Source: an optimization exercise on an open RTL-to-GDS flow (aim: small area). Production flows keep margins and buffers that such runs may drop.
At most, simulation tests tie the RTL to the original design; equivalence was not proved.
No activity file was given, so power comes from the tool's default toggle rates.

Setup of run A:
## spi_trx
module spi_trx (
    input  wire        clk,
    input  wire        rst_n,
    input  wire [1:0]  df,
    input  wire [12:0] spi_tnum_max,
    input  wire        lsbf,
    input  wire        crc_en,
    input  wire        rxonly,
    input  wire [31:0] crc_poly,
    input  wire [31:0] spi_tx_data,
    output wire [31:0] tx_crc_data_out,
    output wire        tx_start,
    output reg         tx_num_max_en,
    output reg         tx_crc_en,
    output wire        shift_out,
    input  wire        shift_in,
    output wire [31:0] rx_crc_data_out,
    output reg  [31:0] spi_rx_data,
    output reg         rx_num_max_en,
    output reg         rx_crc_en,
    output wire        rx_busy
);
Size: roughly 1000 cells after synthesis, ~180 flip-flops, ~9500 um2 of cells after synthesis.
clock: 5.0 ns
lec_check: 0
cap_margin: 20
core_margin: 2
core_utilization: 40
slew_margin: 20
standard.sh (not shown) runs the stock make flow with config.mk's settings and CLKGATE_MAP_FILE= SYNTH_SCRIPT=/design/flow/synth_recipe.tcl, a recipe that flattens the netlist after the stock synthesis.
==> flow/flow/run.sh <==
#!/bin/bash
bash standard.sh > standard.log 2>&1
Run A finished end to end and its layout was clean on timing, DRC and antenna.
#### Input delta (run B over run A)
==> flow/flow/run.sh <==
#!/bin/bash
# Standard ORFS flow with three layout choices changed:
#  - ABC maps the logic with an area-oriented script (flow/abc_area.script);
#    flip-flops are mapped before ABC runs, so the registers are the standard
#    synthesis's;
#  - ports are buffered with the smallest buffer, sky130_fd_sc_hd__buf_1;
#  - the clock tree uses small clock buffers and no dummy loads.
set -euo pipefail
W=$PWD
rm -rf "$W/scripts_area"
cp -r "$FLOW_HOME/scripts" "$W/scripts_area"
cp "$W/flow/abc_area.script" "$W/scripts_area/abc_area.script"
ARGS=(
  "SCRIPTS_DIR=$W/scripts_area"
  "ABC_AREA=1"
  "BUFFER_PORTS_ARGS=-buffer_cell sky130_fd_sc_hd__buf_1"
  "CTS_ARGS=-sink_clustering_enable -repair_clock_nets -buf_list {sky130_fd_sc_hd__clkbuf_4 sky130_fd_sc_hd__clkbuf_8} -dont_use_dummy_load"
)
bash standard.sh "${ARGS[@]}" synth > "$W/synth.log" 2>&1
bash standard.sh "${ARGS[@]}" finish > "$W/layout.log" 2>&1
==> flow/flow/abc_area.script (new file) <==
strash
dch
amap
strash
dch
amap
### Flow results
- Summary — maximum fanout along the worst path, run B relative to run A: higher, by 13.
- Run B against run A: wire length saw a decrease; power in the clock group saw a decrease; clock-buffer cell count saw a decrease; global-route wire length before repair saw a decrease; top-level I/O count saw little to no change.
- Switching power as a share of total power was lower in run A than in run B.
- Diff run A -> run B | half-perimeter wire length after placement | down by a few percent
- Compared to run A, run B was floorplanned on a smaller die.
Input-level comparison between run C and run B:
==> flow/run.sh (new file) <==
#!/bin/bash
# synth_recipe.tcl (not shown) runs the flow's synth.tcl, then flattens the netlist and writes it again
# the make line also repeats each setting of config.mk as NAME=value (left out here)
make -C /OpenROAD-flow-scripts/flow DESIGN_CONFIG=/design/flow/config.mk WORK_HOME=/design/flow/orfs CLKGATE_MAP_FILE= SYNTH_SCRIPT=/design/flow/synth_recipe.tcl finish
removed: flow/flow/run.sh
removed: flow/flow/abc_area.script
removed: flow/standard.sh
## What came out
Reported for run C and run B, async set-or-reset flop fraction in the synthesized netlist turned out identical to the last digit.
The worst setup path category comes out register to register in one run and input port to register in the other, namely in run B and run C respectively.
A top cell class by occupied area of multi-input combinational cells is what run C shows, while sequential cells belongs to run B.
Compared with run B, run C is the more power-hungry design.
Delta (run C minus run B): wire length has increased, count of standard-cell rows picked up an extra about 8%, die outline area increased 15%, number of gates on the worst path with buffers counted down 5.
The final cell count in run C was higher than what run B gave.
No functional check of the RTL was part of any run of this note.


Another version of the RTL of spi_trx (not shown whole).
Size: ~650 cells after synthesis, ~180 flip-flops, ~190 I/O pins, ~7300 µm² of cells after synthesis.
Settings: LEC_CHECK=0, CAP_MARGIN=5, CORE_MARGIN=2, CORE_UTILIZATION=60, SLEW_MARGIN=5; clock period 5.0 ns.
==> flow/flow/run.sh <==
#!/bin/bash
# Standard ORFS flow with these layout choices changed:
#  - synthesis keeps the (combinational) submodules apart while ABC maps
#    them, then flattens as usual; all registers are in the top module, and
#    flip-flops are mapped before ABC runs, so the registers are the standard
#    synthesis's;
#  - ABC maps with an area-oriented script (flow/abc_area.script);
#  - ports are buffered with the smallest buffer, sky130_fd_sc_hd__buf_1;
#  - the clock tree uses small clock buffers and no dummy loads.
set -euo pipefail
W=$PWD
rm -rf "$W/scripts_area"
cp -r "$FLOW_HOME/scripts" "$W/scripts_area"
cp "$W/flow/abc_area.script" "$W/scripts_area/abc_area.script"
ARGS=(
  "SCRIPTS_DIR=$W/scripts_area"
  "ABC_AREA=1"
  "SYNTH_HIERARCHICAL=1"
  "SYNTH_MINIMUM_KEEP_SIZE=0"
  "BUFFER_PORTS_ARGS=-buffer_cell sky130_fd_sc_hd__buf_1"
  "CTS_ARGS=-sink_clustering_enable -repair_clock_nets -buf_list {sky130_fd_sc_hd__clkbuf_4 sky130_fd_sc_hd__clkbuf_8} -dont_use_dummy_load"
)
bash standard.sh "${ARGS[@]}" synth > "$W/synth.log" 2>&1
bash standard.sh "${ARGS[@]}" finish > "$W/layout.log" 2>&1
==> flow/flow/abc_area.script <==
strash
dch
amap
strash
dch
amap
strash
dch
amap
The baseline produced a clean layout.
==> next run, changes <==
Settings changed: CORE_UTILIZATION 60 to 65.
The new run went through all stages and came out clean.
Routed wire length is higher by 1.1%.
Synthesized area does not change.
Die area shrinks by 7.4%.
Cell area came out lower by 0.45%.
Sequential share of layout area increases by 0.22 points.
Hold slack gets worse by 4.9 ps.
Non-clock buffer count decreases by 2.
Via count rises by 1.8%.
Flip-flop and latch count is unchanged.


== the baseline ==
Another version of the RTL of spi_trx (not shown whole).
Size: roughly 180 flip-flops, ~190 I/O pins.
clock: 5.0 ns
lec_check: 0
cap_margin: 0
core_margin: 2
core_utilization: 60
slew_margin: 0
Scripts as last shown in full above: flow/flow/run.sh, flow/flow/abc_area.script
The baseline: PASS, flow complete, no timing, DRC or antenna violations
diff inputs: the baseline => the candidate
Settings: SLEW_MARGIN: 0 -> 5; CAP_MARGIN: 0 -> 5.
Results
- Diff the baseline..the candidate | total wire length after detailed routing | unchanged
- Pin slew with the least headroom to its limit of the candidate is on par with the baseline.
- [compare] base=the baseline new=the candidate: final core area utilization did not really move; design area level.
- Reported for the candidate and the baseline, clock-buffer cell count turned out identical to the last digit.
- The candidate ended with every stage complete and zero timing, DRC or antenna violations.

-- separate check: timing with driven ports --
Ports are ideal in the flow. The routed layouts listed here were re-timed in OpenROAD.
Step 1 assumes that a clkbuf_16 drives the clock port and a buf_2 every other input.
Step 2 times the ports against the registers' clock, not the clock port: input delays grow and output delays shrink by t, the midpoint of the rising clock arrivals with the driver on.
Three values: no drivers, after step 1, after step 2; two values: the first two.
run	t, ns	setup WS [ns]	worst setup path after step 2	clock arrival spread, ns
run A	0.473	1.102 / 1.097 / 0.650	input to register	0.015 / 0.015
run B	0.486	0.753 / 0.753 / 0.633	input to register	0.035 / 0.035
run C	0.473	1.102 / 1.097 / 0.650	input to register	0.015 / 0.015
the first run of note 2	0.490	0.701 / 0.720 / 0.230	input to register	0.024 / 0.024
the second run of note 2	0.487	0.548 / 0.566 / 0.079	input to register	0.019 / 0.020
the baseline	0.493	0.679 / 0.695 / 0.202	input to register	0.024 / 0.024
the candidate	0.493	0.679 / 0.695 / 0.202	input to register	0.024 / 0.024
After both steps every run listed still meets setup and hold.
